This design comes from an exercise in tuning for small area on the open sky130 flow, not from production work.
Power and IR drop assume default switching activity.

## picoversat
module picoversat (
             input                 clk,
             input                 rst,
             output                trap,
             output                led,
             output [10-2:0]  imem_addr,
             input [32-1:0]  imem_rdata,
             output                dmem_en,
             output                dmem_we,
             output [10-2:0]  dmem_addr,
             output [32-1:0]  dmem_wdata,
             input [32-1:0]   dmem_rdata
             );
clock: 7.5 ns
lec_check: 0
cap_margin: 5
core_margin: 2
core_utilization: 55
cts_cluster_diameter: 100
cts_cluster_size: 30
gpl_timing_driven: 0
place_density: 0.65
setup_slack_margin: 0.15
slew_margin: 5
synth_hierarchical: 1
standard.sh (not shown) runs the stock make flow with config.mk's settings and CLKGATE_MAP_FILE= SYNTH_SCRIPT=/design/flow/synth_recipe.tcl, a recipe that flattens the netlist after the stock synthesis.
==> flow/flow/run.sh <==
#!/bin/bash
# The standard layout (standard.sh: the standard flow's own ORFS run with the standard
# synthesis), with the port buffers made of the smallest buffer cell
# (sky130_fd_sc_hd__buf_1) instead of ORFS's default choice, and the largest
# plain buffers (buf_12, buf_16) kept out of buffer insertion and sizing, so
# long nets are repaired with smaller buffers. Every input and output port
# still gets its own buffer. ORFS writes each step's log under orfs/logs;
# standard.log holds make's own output.
set -euo pipefail
export BUFFER_PORTS_ARGS="-buffer_cell sky130_fd_sc_hd__buf_1"
export DONT_USE_CELLS="sky130_fd_sc_hd__buf_12 sky130_fd_sc_hd__buf_16"
bash standard.sh > standard.log 2>&1
Next try:
==> flow/flow/run.sh (replaced) <==
#!/bin/bash
# The standard layout (standard.sh: the standard flow's own ORFS run with the standard
# synthesis), with the port buffers made of the smallest buffer cell
# (sky130_fd_sc_hd__buf_1) instead of ORFS's default choice. Every input and
# output port still gets its own buffer. ORFS writes each step's log under
# orfs/logs; standard.log holds make's own output.
set -euo pipefail
export BUFFER_PORTS_ARGS="-buffer_cell sky130_fd_sc_hd__buf_1"
bash standard.sh > standard.log 2>&1
--- a/flow/config.mk
+++ b/flow/config.mk
@@ -9,5 +9,5 @@
 export CORE_MARGIN = 2
 export CORE_UTILIZATION = 55
-export CTS_CLUSTER_DIAMETER = 100
+export CTS_CLUSTER_DIAMETER = 150
 export CTS_CLUSTER_SIZE = 30
 export GPL_TIMING_DRIVEN = 0
What happened: Power drops by about 0.9%. Worst setup slack is worse by 0.028 ns. Flip-flop and latch count stays the same. Critical path depth stays the same. Wire length stays flat. Clock power drops by about 4%.
Next try:
--- a/flow/config.mk
+++ b/flow/config.mk
@@ -9,5 +9,5 @@
 export CORE_MARGIN = 2
 export CORE_UTILIZATION = 55
-export CTS_CLUSTER_DIAMETER = 150
+export CTS_CLUSTER_DIAMETER = 100
 export CTS_CLUSTER_SIZE = 30
 export GPL_TIMING_DRIVEN = 0
After rerunning:
- The new run completed without violations
- fmax rises by 0.38%
- area after synthesis stays the same
- die area does not change
- via count is about the same
- clock-buffer cell count rose by 4
- worst hold slack is worse by 0.0034 ns
- synthesized cell count stays the same
- wire length barely changes
Next try:
==> flow/run.sh (new file) <==
#!/bin/bash
# synth_recipe.tcl (not shown) runs the flow's synth.tcl, then flattens the netlist and writes it again
# the make line also repeats each setting of config.mk as NAME=value (left out here)
make -C /OpenROAD-flow-scripts/flow DESIGN_CONFIG=/design/flow/config.mk WORK_HOME=/design/flow/orfs CLKGATE_MAP_FILE= SYNTH_SCRIPT=/design/flow/synth_recipe.tcl finish
--- a/flow/config.mk
+++ b/flow/config.mk
@@ -6,12 +6,12 @@
 export NUM_CORES = 4
 export LEC_CHECK = 0
-export CAP_MARGIN = 5
+export CAP_MARGIN = 20
 export CORE_MARGIN = 2
 export CORE_UTILIZATION = 55
-export CTS_CLUSTER_DIAMETER = 100
+export CTS_CLUSTER_DIAMETER = 150
 export CTS_CLUSTER_SIZE = 30
 export GPL_TIMING_DRIVEN = 0
 export PLACE_DENSITY = 0.65
 export SETUP_SLACK_MARGIN = 0.15
-export SLEW_MARGIN = 5
+export SLEW_MARGIN = 20
 export SYNTH_HIERARCHICAL = 1
removed: flow/flow/run.sh
removed: flow/standard.sh
Core utilization came out higher by 2.3 points.
Worst setup slack is better by 0.067 ns.
Synthesized area does not change.
Routed wire length came out lower by 0.67%.
Clock power came out lower by about 5%.
Count of clock-buffer cells in the layout came out lower by 2.
No functional check of the RTL was part of any run of this note.

== build 83 ==
picoversat, a different RTL version from the one above (not shown whole).
Size in the first run: roughly 590 flip-flops, roughly 120 I/O pins.
export LEC_CHECK = 0
export CAP_MARGIN = 20
export CORE_MARGIN = 2
export CORE_UTILIZATION = 40
export PLACE_DENSITY = 0.6
export SLEW_MARGIN = 20
create_clock -name core_clock -period 7.5 [get_ports {clk}]
run.sh (not shown) runs the stock make flow with config.mk's settings and CLKGATE_MAP_FILE= SYNTH_SCRIPT=/design/flow/synth_recipe.tcl, a recipe that flattens the netlist after the stock synthesis.
Stock flow here: none of the scripts above is used.
Although build 83 finished all stages, its layout failed final checks on setup timing.
For trial 24, these inputs were changed with respect to build 83:
Settings: swapping 20 for 0 in SLEW_MARGIN; putting GPL_TIMING_DRIVEN at 0 where nothing was set; swapping 20 for 0 in CAP_MARGIN; putting ABC_AREA at 1 where nothing was set; swapping 40 for 60 in CORE_UTILIZATION; swapping 0.6 for 0.7 in PLACE_DENSITY.
[summary]
Ran to the end and failed final checks on capacitance limit, slew limit, setup timing: trial 24.
Looking at total number of placement rows, trial 24 sits 15 below build 83.
On trial 24: global-route usage is 12 points higher than what build 83 gave.
Taking trial 24 over build 83, the number of combinational gates with multiple inputs ratio works out to 1.5.
In trial 24, the non-clock buffer count in the final layout came out 40% below the value in build 83.
Function was not checked in any run of this note: the RTL went through the layout flow alone.

Setup of run F:
picoversat with an RTL version that a note above also has.
For scale: about 2000 cells after synthesis, ~590 flip-flops, ~120 I/O pins.
Settings: LEC_CHECK=0, CAP_MARGIN=20, CORE_MARGIN=2, CORE_UTILIZATION=55, CTS_CLUSTER_DIAMETER=100, CTS_CLUSTER_SIZE=20, GPL_TIMING_DRIVEN=0, PLACE_DENSITY=0.65, SETUP_SLACK_MARGIN=0.15, SLEW_MARGIN=20, SYNTH_HIERARCHICAL=1; clock period 7.5 ns.
standard.sh (not shown) runs the stock make flow with config.mk's settings and CLKGATE_MAP_FILE= SYNTH_SCRIPT=/design/flow/synth_recipe.tcl, a recipe that flattens the netlist after the stock synthesis.
==> flow/flow/run.sh <==
#!/bin/bash
set -euo pipefail
export BUFFER_PORTS_ARGS="-buffer_cell sky130_fd_sc_hd__buf_1"
export RECOVER_POWER=100
bash standard.sh > standard.log 2>&1
| run F | all stages done | FAIL | capacitance limit, slew limit |
Inputs modified between run F and run X:
Settings: CAP_MARGIN: 20 -> 5; SLEW_MARGIN: 20 -> 5.
==> flow/run.sh (new file) <==
#!/bin/bash
# synth_recipe.tcl (not shown) runs the flow's synth.tcl, then flattens the netlist and writes it again
# the make line also repeats each setting of config.mk as NAME=value (left out here)
make -C /OpenROAD-flow-scripts/flow DESIGN_CONFIG=/design/flow/config.mk WORK_HOME=/design/flow/orfs CLKGATE_MAP_FILE= SYNTH_SCRIPT=/design/flow/synth_recipe.tcl finish
removed: flow/flow/run.sh
removed: flow/standard.sh
[summary]
Of run F and run X, only run F fails to finish with a clean layout. Reported for run F and run X, gate count after technology mapping turned out identical to the last digit. When run X is measured against run F, its area taken by multi-input logic gates turns out about 0.8% higher. Run F → run X: core utilization shows an increase of 1.7 points; part of the cycle the worst path needs shows no meaningful change; clock period minus worst slack shows an increase of 0.010 ns; number of signal-net buffers in the layout shows a reduction of 11.
No functional check of the RTL was part of any run of this note.

==> port drivers added, routing unchanged <==
How much do the figures lean on ideal ports? The routed layouts below were timed once more, with nothing changed but the port constraints. Step 1 sets driving cells, clkbuf_16 on the clock port and buf_2 on the other inputs (assumed; they add their load-dependent delay and slew). Step 2, shift: input delay + t, output delay - t, t = (earliest + latest rising clock arrival at the registers) / 2. This alone moves slack from input paths to output paths. Three values: no drivers, after step 1, after step 2; two values: the first two.
run	shift t [ns]	setup WS [ns]	hold slack, ns	latest minus earliest clock arrival (ns)	slew at the worst register clock pin (ns)
the first run of note 1	0.647	0.301 / 0.335 / -0.313	0.480 / 0.480 / 0.480	0.047 / 0.047	0.12 / 0.12
the second run of note 1	0.657	0.273 / 0.309 / -0.348	0.484 / 0.484 / 0.484	0.029 / 0.029	0.12 / 0.12
the third run of note 1	0.647	0.301 / 0.335 / -0.313	0.480 / 0.480 / 0.480	0.047 / 0.047	0.12 / 0.12
the fourth run of note 1	0.645	0.368 / 0.402 / -0.243	0.488 / 0.488 / 0.488	0.025 / 0.025	0.12 / 0.12
build 83	0.668	-7.759 / -7.748 / -8.416	0.511 / 0.511 / 0.511	0.023 / 0.024	0.06 / 0.06
trial 24	0.702	-8.283 / -8.277 / -8.980	0.528 / 0.528 / 0.528	0.020 / 0.019	0.07 / 0.07
run F	0.637	0.272 / 0.292 / -0.345	0.479 / 0.479 / 0.479	0.021 / 0.021	0.09 / 0.09
run X	0.631	0.262 / 0.298 / -0.332	0.481 / 0.481 / 0.481	0.023 / 0.023	0.09 / 0.09
The setup slack of trial 24, which loses most, moves by +0.006 ns with the drivers and by -0.697 ns with both steps.
